From an optimization exercise on the open Yosys and OpenROAD flow, aimed at small area, a short achievable clock period and few clock cycles; shortcuts taken in it are not production practice.
Function was checked by simulation only, so behaviour that the tests miss may differ from the original.
Power figures rest on the tool's default switching activity, not on a simulated workload.

==> job 8671 <==
==> flow/design.v <==
module mips_multicycle(clk, rst, mem_read_data, mem_adr, mem_write_data, mem_read, mem_write);
  input clk, rst;
  input [31:0] mem_read_data;
  output [31:0] mem_adr;
  output [31:0] mem_write_data;
  output mem_read, mem_write;
  reg  [31:0] pc;          
  reg  [31:0] adr;         
  reg         e_valid;
  reg         e_alu;       
  reg         e_lw, e_sw, e_beq, e_jr;
  reg         e_sub;       
  reg         e_and, e_or, e_slt;
  reg  [4:0]  e_rd, e_rs, e_rt;    
  reg  [15:0] e_imm;
  reg  [31:0] a, b, sd;    
  reg  [31:0] r;
  reg  [4:0]  w_rd;
  reg         m_valid, m_lw, mw;
  reg  [4:0]  m_rd;
  reg  [31:0] m_wd;
  reg  [31:0] rf [1:31];
  reg  [31:1] rf_ok;       
  wire [31:0] a_e = a;
  wire [31:0] y   = b;
  wire [31:0] yx  = e_sub ? ~y : y;
  wire [32:0] kg [0:6];
  wire [32:0] kp [0:6];
  assign kg[0] = {a_e & yx, e_sub};
  assign kp[0] = {a_e ^ yx, 1'b0};
  genvar ks, kb;
  generate for (ks = 0; ks < 6; ks = ks + 1) begin : kst
    for (kb = 0; kb < 33; kb = kb + 1) begin : kbt
      if (kb >= (1 << ks)) begin : c
        assign kg[ks+1][kb] = kg[ks][kb] | (kp[ks][kb] & kg[ks][kb - (1 << ks)]);
        assign kp[ks+1][kb] = kp[ks][kb] & kp[ks][kb - (1 << ks)];
      end else begin : p
        assign kg[ks+1][kb] = kg[ks][kb];
        assign kp[ks+1][kb] = kp[ks][kb];
      end
    end
  end endgenerate
  wire [32:0] sum = {kg[6][32], (a_e ^ yx) ^ kg[6][31:0]};    
  wire [31:0] alu_res = e_and ? (a_e & y) :
                        e_or  ? (a_e | y) :
                        e_slt ? {31'd0, ~sum[32]} : sum[31:0];
  wire        e_go    = e_valid & ~m_valid;
  wire        e_mem   = e_go & (e_lw | e_sw);
  wire        taken   = e_go & ((e_beq & (a_e == y)) | e_jr);
  wire [31:0] btarget = {pc[31:2] + {{14{e_imm[15]}}, e_imm}, 2'b00};
  wire [4:0]  e_wa    = (e_go & e_alu) ? e_rd : 5'd0;
  wire [31:0] ins   = mem_read_data;
  wire [5:0]  op    = ins[31:26];
  wire [4:0]  f_rs  = ins[25:21];
  wire [4:0]  f_rt  = ins[20:16];
  wire        f_r   = (op == 6'b000000);
  wire        f_addi= (op == 6'b001001);
  wire        f_slti= (op == 6'b001010);
  wire        f_lw  = (op == 6'b100011);
  wire        f_sw  = (op == 6'b101011);
  wire        f_beq = (op == 6'b000100);
  wire        f_j   = (op == 6'b000010);
  wire        f_jal = (op == 6'b000011);
  wire        f_jr  = (op == 6'b000110);
  wire        f_imm = f_addi | f_slti | f_lw | f_sw;
  wire [5:0]  fn    = ins[5:0];
  wire [31:0] pc4   = pc + 32'd4;
  wire        hit_a = e_wa != 5'd0 && e_wa == f_rs;    
  wire        hit_b = e_wa != 5'd0 && e_wa == f_rt;
  reg  [31:0] rs_v, rt_v;
  reg  [31:1] rd_ok;
  integer k;
  always @(*) begin
    for (k = 1; k < 32; k = k + 1) rd_ok[k] = rf_ok[k] & (w_rd != k);
    rs_v = r & {32{w_rd != 5'd0 && w_rd == f_rs}};
    rt_v = r & {32{w_rd != 5'd0 && w_rd == f_rt}};
    for (k = 1; k < 32; k = k + 1) begin
      rs_v = rs_v | (rf[k] & {32{f_rs == k && rd_ok[k]}});
      rt_v = rt_v | (rf[k] & {32{f_rt == k && rd_ok[k]}});
    end
  end
  wire        ld_hit  = e_go & e_lw & (e_rd != 5'd0) & (e_rd == f_rs);
  wire        f_jr_go = f_jr & ~hit_a & ~ld_hit;
  wire [31:0] pc_n  = taken ? (e_jr ? a_e : btarget) :
                      f_jr_go ? rs_v :
                      (f_j | f_jal) ? {pc4[31:28], ins[25:0], 2'b00} : pc4;
  wire [4:0]  rf_wa = m_valid ? (m_lw ? m_rd : 5'd0) : w_rd;
  wire [31:0] rf_wd = m_valid ? mem_read_data : r;
  integer i;
  always @(posedge clk) begin
    for (i = 1; i < 32; i = i + 1)
      if (rf_wa == i) rf[i] <= rf_wd;
    if (rst) rf_ok <= 31'd0;
    else if (rf_wa != 5'd0) rf_ok[rf_wa] <= 1'b1;
  end
  always @(posedge clk) begin
    r     <= alu_res;
    m_lw  <= e_lw;
    m_rd  <= e_rd;
    m_wd  <= sd;
  end
  always @(posedge clk) begin
    if (rst) begin
      pc      <= 32'd0;
      adr     <= 32'd0;
      e_valid <= 1'b0;
      m_valid <= 1'b0;
      mw      <= 1'b0;
      w_rd    <= 5'd0;
    end else if (m_valid) begin
      m_valid <= 1'b0;
      mw      <= 1'b0;
      adr     <= pc;
      w_rd    <= 5'd0;
      if (m_lw && m_rd != 5'd0 && m_rd == e_rs) a <= mem_read_data;
      if (m_lw && m_rd != 5'd0 && m_rd == e_rt) begin
        if (e_sw) sd <= mem_read_data;
        else      b  <= mem_read_data;
      end
    end else begin
      m_valid <= e_mem;
      mw      <= e_go & e_sw;
      adr     <= e_mem ? sum[31:0] : pc_n;
      w_rd    <= e_wa;
      pc        <= pc_n;
      e_valid   <= ~taken;
      e_alu     <= f_r | f_addi | f_slti | f_jal;
      e_lw      <= f_lw;
      e_sw      <= f_sw;
      e_beq     <= f_beq;
      e_jr      <= f_jr & (hit_a | ld_hit);
      e_sub     <= (f_r & (fn == 6'b100011 || fn == 6'b101010)) | f_slti;
      e_and     <= f_r & ~(fn == 6'b100000 || fn == 6'b100011 || fn == 6'b100101 || fn == 6'b101010);
      e_or      <= f_r & (fn == 6'b100101);
      e_slt     <= (f_r & (fn == 6'b101010)) | f_slti;
      e_rd      <= f_r ? ins[15:11] : f_jal ? 5'd31 : (f_addi | f_slti | f_lw) ? f_rt : 5'd0;
      e_rs      <= (f_j | f_jal) ? 5'd0 : f_rs;
      e_rt      <= (f_r | f_beq | f_sw) ? f_rt : 5'd0;
      e_imm     <= ins[15:0];
      a         <= f_jal ? 32'd0 : hit_a ? alu_res : rs_v;
      b         <= f_jal ? pc4 : f_imm ? {{16{ins[15]}}, ins[15:0]} : hit_b ? alu_res : rt_v;
      sd        <= hit_b ? alu_res : rt_v;
    end
  end
  assign mem_adr        = adr;
  assign mem_write_data = m_wd;
  assign mem_write      = mw;
  assign mem_read       = ~mw;
endmodule
==> flow/flow/run.sh <==
#!/bin/bash
# Layout: the standard flow (standard synthesis and ORFS steps unchanged), with two
# placement/sizing options: the port buffers are sky130_fd_sc_hd__buf_4 instead of the
# delay cell buffer_ports picks by default, and the sizer may change a cell's footprint.
# make's full output goes to make.log in this folder; ORFS keeps its per-step logs in orfs/logs.
set -euo pipefail
bash standard.sh MATCH_CELL_FOOTPRINT=0 "BUFFER_PORTS_ARGS=-buffer_cell sky130_fd_sc_hd__buf_4" finish > make.log 2>&1
==> flow/standard.sh <==
#!/bin/bash
# synth_recipe.tcl (not shown) runs the flow's synth.tcl, then flattens the netlist and writes it again
# the make line also repeats each setting of config.mk as NAME=value (left out here)
make -C /OpenROAD-flow-scripts/flow DESIGN_CONFIG=/design/flow/config.mk WORK_HOME=/design/flow/orfs CLKGATE_MAP_FILE= SYNTH_SCRIPT=/design/flow/synth_recipe.tcl "${@:-finish}"
==> flow/config.mk <==
export PLATFORM = sky130hd
export DESIGN_NAME = mips_multicycle
export DESIGN_NICKNAME = mips_multicycle
export VERILOG_FILES = /design/flow/design.v
export SDC_FILE = /design/flow/constraint.sdc
export NUM_CORES = 4
export LEC_CHECK = 0
export CAP_MARGIN = 20
export CORE_MARGIN = 2
export CORE_UTILIZATION = 40
export CTS_BUF_LIST = sky130_fd_sc_hd__clkbuf_8
export CTS_CLUSTER_SIZE = 30
export PLACE_DENSITY = 0.6
export SETUP_SLACK_MARGIN = 2.6
export SLEW_MARGIN = 20
==> flow/constraint.sdc <==
create_clock -name core_clock -period 6.5 [get_ports {clk}]
set_input_delay 1.3000 -clock core_clock [delete_from_list [all_inputs] [get_ports {clk}]]
set_output_delay 1.3000 -clock core_clock [all_outputs]
set_load 0.01 [all_outputs]
==> job 3939 (differences from job 8671) <==
--- a/flow/design.v
+++ b/flow/design.v
@@ -81,4 +81,3 @@
   end
-  wire        ld_hit  = e_go & e_lw & (e_rd != 5'd0) & (e_rd == f_rs);
-  wire        f_jr_go = f_jr & ~hit_a & ~ld_hit;
+  wire        f_jr_go = f_jr & ~hit_a;
   wire [31:0] pc_n  = taken ? (e_jr ? a_e : btarget) :
@@ -130,3 +129,3 @@
       e_beq     <= f_beq;
-      e_jr      <= f_jr & (hit_a | ld_hit);
+      e_jr      <= f_jr & hit_a;
       e_sub     <= (f_r & (fn == 6'b100011 || fn == 6'b101010)) | f_slti;
==> flow/run.sh (new file) <==
#!/bin/bash
# synth_recipe.tcl (not shown) runs the flow's synth.tcl, then flattens the netlist and writes it again
# the make line also repeats each setting of config.mk as NAME=value (left out here)
make -C /OpenROAD-flow-scripts/flow DESIGN_CONFIG=/design/flow/config.mk WORK_HOME=/design/flow/orfs CLKGATE_MAP_FILE= SYNTH_SCRIPT=/design/flow/synth_recipe.tcl finish
- CTS_BUF_LIST: sky130_fd_sc_hd__clkbuf_8 -> not set
- CTS_CLUSTER_SIZE: 30 -> not set
removed: flow/flow/run.sh
removed: flow/standard.sh
==> job 1361 (differences from job 8671) <==
==> flow/design.v (replaced) <==
module mips_multicycle(clk, rst, mem_read_data, mem_adr, mem_write_data, mem_read, mem_write);
  input clk, rst;
  input [31:0] mem_read_data;
  output [31:0] mem_adr;
  output [31:0] mem_write_data;
  output mem_read, mem_write;
  reg  [31:0] pc;
  reg         e_valid;
  reg         e_alu;       
  reg         e_lw, e_sw, e_beq, e_jr;
  reg         e_use_imm;
  reg         e_sub;       
  reg         e_and, e_or, e_slt;
  reg  [4:0]  e_rd, e_rs, e_rt;    
  reg  [15:0] e_imm;
  reg  [31:0] a, b;
  reg         m_valid, m_lw;
  reg  [4:0]  m_rd;
  reg  [31:0] m_adr, m_wd;
  reg  [31:0] rf [1:31];
  reg  [31:1] rf_ok;       
  wire [31:0] ok = {rf_ok, 1'b0};
  wire [31:0] y = e_use_imm ? {{16{e_imm[15]}}, e_imm} : b;
  wire [31:0] yx = e_sub ? ~y : y;
  wire [32:0] sum = {1'b0, a} + {1'b0, yx} + {32'd0, e_sub};
  wire [31:0] alu_res = e_and ? (a & y) :
                        e_or  ? (a | y) :
                        e_slt ? {31'd0, ~sum[32]} : sum[31:0];
  wire        e_go    = e_valid & ~m_valid;
  wire        taken   = e_go & ((e_beq & (a == b)) | e_jr);
  wire [31:0] btarget = {pc[31:2] + {{14{e_imm[15]}}, e_imm}, 2'b00};
  wire [4:0]  e_wa    = (e_go & e_alu) ? e_rd : 5'd0;
  wire [31:0] ins   = mem_read_data;
  wire [5:0]  op    = ins[31:26];
  wire [4:0]  f_rs  = ins[25:21];
  wire [4:0]  f_rt  = ins[20:16];
  wire        f_r   = (op == 6'b000000);
  wire        f_addi= (op == 6'b001001);
  wire        f_slti= (op == 6'b001010);
  wire        f_lw  = (op == 6'b100011);
  wire        f_sw  = (op == 6'b101011);
  wire        f_beq = (op == 6'b000100);
  wire        f_j   = (op == 6'b000010);
  wire        f_jal = (op == 6'b000011);
  wire        f_jr  = (op == 6'b000110);
  wire [5:0]  fn    = ins[5:0];
  wire [31:0] pc4   = pc + 32'd4;
  wire [31:0] rs_rf = ok[f_rs] ? rf[f_rs] : 32'd0;
  wire [31:0] rt_rf = ok[f_rt] ? rf[f_rt] : 32'd0;
  wire [31:0] rs_v  = (e_wa != 5'd0 && e_wa == f_rs) ? alu_res : rs_rf;
  wire [31:0] rt_v  = (e_wa != 5'd0 && e_wa == f_rt) ? alu_res : rt_rf;
  wire [4:0]  w_a = m_valid ? (m_lw ? m_rd : 5'd0) : e_wa;
  wire [31:0] w_d = m_valid ? mem_read_data : alu_res;
  integer i;
  always @(posedge clk) begin
    for (i = 1; i < 32; i = i + 1)
      if (w_a == i) rf[i] <= w_d;
    if (rst) rf_ok <= 31'd0;
    else if (w_a != 5'd0) rf_ok[w_a] <= 1'b1;
  end
  always @(posedge clk) begin
    if (rst) begin
      pc      <= 32'd0;
      e_valid <= 1'b0;
      m_valid <= 1'b0;
    end else if (m_valid) begin
      m_valid <= 1'b0;
      if (m_lw && m_rd != 5'd0 && m_rd == e_rs) a <= mem_read_data;
      if (m_lw && m_rd != 5'd0 && m_rd == e_rt) b <= mem_read_data;
    end else begin
      m_valid <= e_valid & (e_lw | e_sw);
      m_lw    <= e_lw;
      m_rd    <= e_rd;
      m_adr   <= sum[31:0];
      m_wd    <= b;
      if (taken) pc <= e_jr ? a : btarget;
      else if (f_j | f_jal) pc <= {pc4[31:28], ins[25:0], 2'b00};
      else pc <= pc4;
      e_valid   <= ~taken;
      e_alu     <= f_r | f_addi | f_slti | f_jal;
      e_lw      <= f_lw;
      e_sw      <= f_sw;
      e_beq     <= f_beq;
      e_jr      <= f_jr;
      e_use_imm <= f_addi | f_slti | f_lw | f_sw;
      e_sub     <= (f_r & (fn == 6'b100011 || fn == 6'b101010)) | f_slti;
      e_and     <= f_r & ~(fn == 6'b100000 || fn == 6'b100011 || fn == 6'b100101 || fn == 6'b101010);
      e_or      <= f_r & (fn == 6'b100101);
      e_slt     <= (f_r & (fn == 6'b101010)) | f_slti;
      e_rd      <= f_r ? ins[15:11] : f_jal ? 5'd31 : (f_addi | f_slti | f_lw) ? f_rt : 5'd0;
      e_rs      <= (f_j | f_jal) ? 5'd0 : f_rs;
      e_rt      <= (f_r | f_beq | f_sw) ? f_rt : 5'd0;
      e_imm     <= ins[15:0];
      a         <= f_jal ? 32'd0 : rs_v;
      b         <= f_jal ? pc4 : rt_v;
    end
  end
  assign mem_adr        = m_valid ? m_adr : pc;
  assign mem_write_data = m_wd;
  assign mem_write      = m_valid & ~m_lw;
  assign mem_read       = ~mem_write;
endmodule
==> flow/run.sh (new file) <==
#!/bin/bash
# synth_recipe.tcl (not shown) runs the flow's synth.tcl, then flattens the netlist and writes it again
# the make line also repeats each setting of config.mk as NAME=value (left out here)
make -C /OpenROAD-flow-scripts/flow DESIGN_CONFIG=/design/flow/config.mk WORK_HOME=/design/flow/orfs CLKGATE_MAP_FILE= SYNTH_SCRIPT=/design/flow/synth_recipe.tcl finish
- ABC_CLOCK_PERIOD_IN_PS: not set -> 3500
- CORE_UTILIZATION: 40 -> 45
- CTS_BUF_LIST: sky130_fd_sc_hd__clkbuf_8 -> not set
- CTS_CLUSTER_SIZE: 30 -> not set
- SETUP_SLACK_MARGIN: 2.6 -> 2.5
removed: flow/flow/run.sh
removed: flow/standard.sh
==> job 7842 (differences from job 8671) <==
==> flow/run.sh (new file) <==
#!/bin/bash
# synth_recipe.tcl (not shown) runs the flow's synth.tcl, then flattens the netlist and writes it again
# the make line also repeats each setting of config.mk as NAME=value (left out here)
make -C /OpenROAD-flow-scripts/flow DESIGN_CONFIG=/design/flow/config.mk WORK_HOME=/design/flow/orfs CLKGATE_MAP_FILE= SYNTH_SCRIPT=/design/flow/synth_recipe.tcl finish
removed: flow/flow/run.sh
removed: flow/standard.sh
==> qor summary <==
	job 3939	job 8671	job 1361	job 7842
Result of the run	complete, no violations	complete, no violations	complete, no violations	complete, no violations
Fillers	13,600	13,500	10,800	13,300
Post-DR wirelength/cell	42.8 microns	42.5 microns	44.8 microns	41.4 microns
Req. time, crit path	7170 ps	7340 ps	7200 ps	7340 ps
Met2 usage in global routing	0.562	0.559	0.651	0.549
Type of element launching the critical path	input port	register	register	register
Proportion of cell area occupied by multi-input gates	0.328	0.328	0.319	0.329
Parity-gate share of the synthesized area counting xor and xnor cells	0.0181	0.0196	0.0239	0.0196
P_clk	8.25 mW	7.36 mW	8.06 mW	7.38 mW
Number of DRC markers after the initial detailed-route iteration	12,200	12,200	13,000	11,700
Layout clock area frac	0.0625	0.0587	0.0615	0.0579
Maximum fanout along the worst path	32	21	8	6
Total number of multi-input combinational cells	3,225	3,144	3,284	3,144
Slew at the pin with the worst max-slew slack	1190 ps	1260 ps	1270 ps	1190 ps
Gpl congestion	1.01	0.984	1.01	1.01
Testbench counts of job 8671, summed over its fixed seeds: cycles 33,395.
Testbench counts of job 3939, summed over its fixed seeds: cycles 33,395.
Testbench counts of job 1361, summed over its fixed seeds: cycles 34,184.
Testbench counts of job 7842, summed over its fixed seeds: cycles 33,395.

==> separate check: timing with driven ports <==
The results above use ideal ports. As a check the final layouts listed here were re-extracted and re-timed, cells and wires unchanged. Step 1: set_driving_cell puts a clkbuf_16 on clk and a buf_2 on each other input, an assumption about the parent block. Step 2 also shifts input and output timing later by t, the mid clock arrival at the registers, as if the neighbouring blocks saw the same clock. Slacks: ideal ports / drivers / drivers and shift; pairs: ideal ports / drivers.
run	shift t [ns]	slack for setup (ns)	worst setup path after step 2	clock arrival spread, ns	pins driven straight from the clock port
job 8671	1.046	2.441 / 2.441 / 1.473	input to register	0.056 / 0.056	1
job 3939	0.895	2.532 / 2.579 / 1.707	input to register	0.045 / 0.045	1
job 1361	0.893	2.249 / 2.249 / 1.590	input to register	0.038 / 0.037	1
job 7842	1.068	2.422 / 2.422 / 1.555	input to register	0.073 / 0.074	1
After both steps setup and hold are still met in every run listed. The setup slack of job 8671, which loses most, moves by 0.000 ns with the drivers and by -0.968 ns with both steps.
